This design comes from an exercise in tuning for small area on the open sky130 flow, not from production work.
Where RTL was checked, it was by simulation tests only, not by an equivalence proof against the original.
Power figures rest on the tool's default switching activity, not on a simulated workload.

==> flow/design.v <==
`timescale 1ns / 1ps
module puf_core #(
    parameter PUF_WIDTH = 256,
    parameter ENTROPY_TARGET = 512000,
    parameter RING_OSC_COUNT = 128,
    parameter CHALLENGE_WIDTH = 128,
    parameter TEMPERATURE_SENSORS = 16,
    parameter VOLTAGE_SENSORS = 8,
    parameter TAMPER_SENSORS = 32
) (
    input  wire                           clk_sys,
    input  wire                           rst_n,
    input  wire                           enable,
    input  wire [CHALLENGE_WIDTH-1:0]    challenge,
    output wire [PUF_WIDTH-1:0]          response,
    output reg                            response_valid,
    output wire [31:0]                    entropy_data,
    output wire                           entropy_valid,
    input  wire                           entropy_ready,
    output wire [15:0]                    entropy_rate,
    output wire [7:0]                     temperature,
    output wire [7:0]                     voltage_level,
    output wire                           tamper_detected,
    output wire                           puf_healthy,
    output wire [255:0]                   divine_seal,
    output wire                           moral_compliance,
    input  wire                           security_lock,
    output wire                           kill_switch_detect,
    output wire                           self_destruct,
    output wire [RING_OSC_COUNT-1:0]      ring_osc_enable,
    input  wire [RING_OSC_COUNT-1:0]      ring_osc_out,
    input  wire [TEMPERATURE_SENSORS-1:0] temp_sensor_data,
    input  wire [VOLTAGE_SENSORS-1:0]     volt_sensor_data,
    input  wire [TAMPER_SENSORS-1:0]      tamper_sensors
);
    localparam [255:0] DIVINE_FOUNDATION = 256'h3633335f5468655f4c6f72645f676f7665726e735f6576657279646563697369;
    localparam [255:0] MORAL_AUTHORITY = 256'h4d617474685f32323a33395f4c6f76655f796f75725f6e65696768626f72;
    localparam [255:0] SEAL_STEP = DIVINE_FOUNDATION ^ MORAL_AUTHORITY;
    localparam [255:0] RESP_K = DIVINE_FOUNDATION ^ MORAL_AUTHORITY;
    localparam [127:0] RESP_D = RESP_K[255:128] ^ RESP_K[127:0];
    wire active = enable && !security_lock;
    reg  [127:0] chal_q;
    reg          act_q;
    always @(posedge clk_sys) chal_q <= challenge;
    always @(posedge clk_sys or negedge rst_n) begin
        if (!rst_n) act_q <= 1'b0;
        else        act_q <= active;
    end
    assign ring_osc_enable = {128{act_q}} & (chal_q ^ DIVINE_FOUNDATION[127:0]);
    reg  [3:0]   response_stage;
    reg  [127:0] acc;        
    reg  [127:0] resp_lo;
    reg          resp_loaded;
    wire [127:0] sample;
    genvar g;
    generate
        for (g = 0; g < 128; g = g + 1) begin : g_sample
            assign sample[g] = challenge[g] ? ring_osc_out[(g + 1) % 128] : ring_osc_out[g];
        end
    endgenerate
    wire keep = (response_stage == 4'd13) || (response_stage == 4'd14) || (response_stage == 4'd15);
    wire acc_en = active && ((response_stage == 4'd13) || (response_stage == 4'd14));
    always @(posedge clk_sys) begin
        acc <= keep ? (acc ^ (sample & {128{acc_en}})) : RESP_K[127:0];
    end
    always @(posedge clk_sys or negedge rst_n) begin
        if (!rst_n) begin
            response_stage <= 4'b0;
            resp_lo <= 128'b0;
            resp_loaded <= 1'b0;
            response_valid <= 1'b0;
        end else if (active) begin
            response_stage <= response_stage + 1'b1;
            response_valid <= (response_stage == 4'd15);
            if (response_stage == 4'd15) begin
                resp_lo <= acc;
                resp_loaded <= 1'b1;
            end
        end else begin
            response_valid <= 1'b0;
        end
    end
    assign response[127:0]   = resp_lo;
    assign response[255:128] = resp_lo ^ (RESP_D & {128{resp_loaded}});
    reg  [4:0]  entropy_shift_reg;
    reg         entropy_data_valid;
    reg  [31:0] entropy_output_reg;
    reg  [4:0]  entropy_bit_counter;
    wire        entropy_bit = ^ring_osc_out;
    always @(posedge clk_sys or negedge rst_n) begin
        if (!rst_n) begin
            entropy_shift_reg <= 5'b0;
            entropy_output_reg <= 32'b0;
            entropy_data_valid <= 1'b0;
            entropy_bit_counter <= 5'b0;
        end else if (active) begin
            entropy_shift_reg <= {entropy_shift_reg[3:0], entropy_bit};
            if (entropy_shift_reg[4] != entropy_shift_reg[3]) begin
                entropy_output_reg <= {entropy_output_reg[30:0], entropy_bit};
                entropy_bit_counter <= entropy_bit_counter + 1'b1;
                entropy_data_valid <= (entropy_bit_counter == 5'b11111);
            end
        end else begin
            entropy_data_valid <= 1'b0;
        end
    end
    assign entropy_data = entropy_output_reg;
    assign entropy_valid = entropy_data_valid && entropy_ready;
    reg [14:0] rate_timer;
    reg [9:0]  rate_q;       
    reg [4:0]  rate_r;       
    reg [9:0]  entropy_rate_reg;
    always @(posedge clk_sys or negedge rst_n) begin
        if (!rst_n) begin
            rate_timer <= 15'd1;
            rate_q <= 10'b0;
            rate_r <= 5'b0;
            entropy_rate_reg <= 10'b0;
        end else if (rate_timer == 15'h4e2a) begin
            rate_timer <= 15'd1;
            rate_q <= 10'b0;
            rate_r <= 5'b0;
            entropy_rate_reg <= rate_q;
        end else begin
            rate_timer <= {rate_timer[13:0], rate_timer[14] ^ rate_timer[13]};
            if (entropy_valid) begin
                if ((rate_q & 10'd655) == 10'd655 && rate_r[0]) begin
                    rate_q <= 10'b0;
                    rate_r <= 5'b0;
                end else if (rate_r >= 5'd17) begin
                    rate_q <= rate_q + 1'b1;
                    rate_r <= rate_r - 5'd17;
                end else begin
                    rate_r <= rate_r + 5'd8;
                end
            end
        end
    end
    assign entropy_rate = {6'b0, entropy_rate_reg};
    reg [7:0] temperature_reg;
    reg [7:0] voltage_reg;
    reg tamper_detected_reg;
    reg kill_switch_detect_reg;
    reg self_destruct_reg;
    reg puf_healthy_reg;
    reg moral_compliance_reg;
    always @(posedge clk_sys or negedge rst_n) begin
        if (!rst_n) begin
            temperature_reg <= 8'd25;
            voltage_reg <= 8'd180;
            tamper_detected_reg <= 1'b0;
            kill_switch_detect_reg <= 1'b0;
            self_destruct_reg <= 1'b0;
            puf_healthy_reg <= 1'b0;
            moral_compliance_reg <= 1'b1;
        end else begin
            temperature_reg <= temp_sensor_data[7:0] + 8'd25;
            voltage_reg <= volt_sensor_data + 8'd150;
            if (|tamper_sensors || (temperature_reg > 8'd85 && temperature_reg < 8'd216) ||
                voltage_reg < 8'd120 || voltage_reg > 8'd250)
                tamper_detected_reg <= 1'b1;
            if (security_lock && enable)
                kill_switch_detect_reg <= 1'b1;
            if (tamper_detected_reg && (temperature_reg > 8'd100 || voltage_reg < 8'd100))
                self_destruct_reg <= 1'b1;
            puf_healthy_reg <= entropy_rate_reg[9] && !tamper_detected_reg &&
                               !kill_switch_detect_reg && (temperature_reg <= 8'd85) &&
                               (voltage_reg >= 8'd150);
            if (enable)
                moral_compliance_reg <= !kill_switch_detect_reg && puf_healthy_reg && !tamper_detected_reg;
        end
    end
    assign temperature = temperature_reg;
    assign voltage_level = voltage_reg;
    assign tamper_detected = tamper_detected_reg;
    assign kill_switch_detect = kill_switch_detect_reg;
    assign self_destruct = self_destruct_reg;
    assign puf_healthy = puf_healthy_reg;
    assign moral_compliance = moral_compliance_reg;
    reg [31:0] seal_lo;
    reg        seal_t;
    always @(posedge clk_sys or negedge rst_n) begin
        if (!rst_n) begin
            seal_lo <= DIVINE_FOUNDATION[31:0];
            seal_t <= 1'b0;
        end else if (enable) begin
            seal_lo <= seal_lo ^ entropy_output_reg ^ SEAL_STEP[31:0];
            seal_t <= ~seal_t;
        end
    end
    assign divine_seal = {DIVINE_FOUNDATION[255:32] ^ (SEAL_STEP[255:32] & {224{seal_t}}), seal_lo};
endmodule
clock: 10.0 ns
lec_check: 0
abc_area: 1
cap_margin: 20
core_area: 5 5 355 355
die_area: 0 0 360 360
slew_margin: 20
standard.sh (not shown) runs the stock make flow with config.mk's settings and CLKGATE_MAP_FILE= SYNTH_SCRIPT=/design/flow/synth_recipe.tcl, a recipe that flattens the netlist after the stock synthesis.
==> flow/flow/run.sh <==
#!/bin/bash
# The standard layout (standard.sh) with three changes:
#  1. after the standard synthesis, the combinational logic is re-mapped by
#     ABC (flow/resynth.ys); flip-flops, their names and cell types stay;
#  2. port buffers use buf_1 instead of the resizer's default pick (every
#     port still gets its own buffer);
#  3. CTS uses clkbuf_4/clkbuf_8 and inserts no dummy loads.
# Each tool's full output goes to a log file in this folder; ORFS also keeps
# its per-step logs under orfs/logs.
set -euo pipefail
WORK=$PWD
R=$WORK/orfs/results/$FLOW_PLATFORM/puf_core/base
LIB=$FLOW_HOME/platforms/$FLOW_PLATFORM/lib/sky130_fd_sc_hd__tt_025C_1v80.lib
ARGS=(
  "BUFFER_PORTS_ARGS=-buffer_cell sky130_fd_sc_hd__buf_1"
  "CTS_ARGS=-sink_clustering_enable -repair_clock_nets -dont_use_dummy_load -buf_list {sky130_fd_sc_hd__clkbuf_4 sky130_fd_sc_hd__clkbuf_8}"
)
bash standard.sh "${ARGS[@]}" synth > flow_synth.log 2>&1
cp "$R/1_2_yosys.v" "$WORK/standard_synth.v"
sed -e "s#@LIB@#$LIB#g" -e "s#@IN@#$WORK/standard_synth.v#" \
    -e "s#@OUT@#$WORK/resynth.v#" -e "s#@ABC@#$WORK/flow/resynth.abc#" \
    flow/resynth.ys > resynth_run.ys
yosys -l resynth.log -q resynth_run.ys > /dev/null 2>&1
cp "$WORK/resynth.v" "$R/1_2_yosys.v"
rm -f "$R/1_synth.odb" "$R/1_synth.sdc"
bash standard.sh "${ARGS[@]}" finish > flow_make.log 2>&1
==> flow/flow/resynth.abc <==
strash; &get -n; &fraig -x; &put; scorr; dc2; strash; &get -n; &dch -f; &nf -R 1000; &put
==> flow/flow/resynth.ys <==
# Re-map the combinational logic of the standard synthesis netlist with ABC.
# Flip-flops are kept as they are (same instances, names and cell types).
read_liberty -ignore_miss_func @LIB@
blackbox sky130_fd_sc_hd__df*
read_verilog @IN@
hierarchy -top puf_core
flatten
rename -hide w:*.*
opt -purge
abc -liberty @LIB@ -dont_use *lpflow* -dont_use *probe* -script @ABC@
splitnets
opt_clean -purge
hilomap -singleton -hicell sky130_fd_sc_hd__conb_1 HI -locell sky130_fd_sc_hd__conb_1 LO
insbuf -buf sky130_fd_sc_hd__buf_4 A X
opt_clean -purge
stat -liberty @LIB@
write_verilog -noattr -nohex -nodec @OUT@
The baseline passed the timing, design-rule and antenna checks.
Rerun with:
--- a/flow/design.v
+++ b/flow/design.v
@@ -81,7 +81,15 @@
         end
     end
     assign response[127:0]   = resp_lo;
-    assign response[255:128] = resp_lo ^ (RESP_D & {128{resp_loaded}});
+    generate
+        for (g = 0; g < 128; g = g + 1) begin : g_resp_hi
+            if (RESP_D[g]) begin : g_inv
+                assign response[128 + g] = resp_loaded & ~resp_lo[g];
+            end else begin : g_same
+                assign response[128 + g] = resp_lo[g];
+            end
+        end
+    endgenerate
     reg  [4:0]  entropy_shift_reg;
     reg         entropy_data_valid;
     reg  [31:0] entropy_output_reg;
=> The changed run completed without violations; routed wire length barely changes; clock power is about the same; clock skew goes down by 0.018 ns; non-clock buffer count rose by 3; synthesized area decreases by 0.43%; design area came out lower by 0.31%; sequential cell count stays the same; total power goes down by 1.1%.
Only the layout flow was run in the first run of this note; the RTL was not checked for function there.

## port drivers added, routing unchanged
No port has a modelled driver above. Below, the same layouts with a new extraction and two added sets of constraints. Step 1 sets driving cells, clkbuf_16 on the clock port and buf_2 on the other inputs (assumed; they add their load-dependent delay and slew). Step 2 times the ports against the registers' clock, not the clock port: input delays grow and output delays shrink by t, the midpoint of the rising clock arrivals with the driver on. Three values: no drivers, after step 1, after step 2; two values: the first two.
run	t, ns	slack for setup (ns)	worst setup path at the end	worst slew at a driven data input, ns	pins driven straight from the clock port
the first run	0.795	5.043 / 4.982 / 4.706	input to register	0.28	1
the second run	0.761	5.008 / 4.950 / 4.697	input to register	0.21	1
After both steps every run listed still meets setup and hold. The setup slack of the first run, which loses most, moves by -0.061 ns with the drivers and by -0.337 ns with both steps.
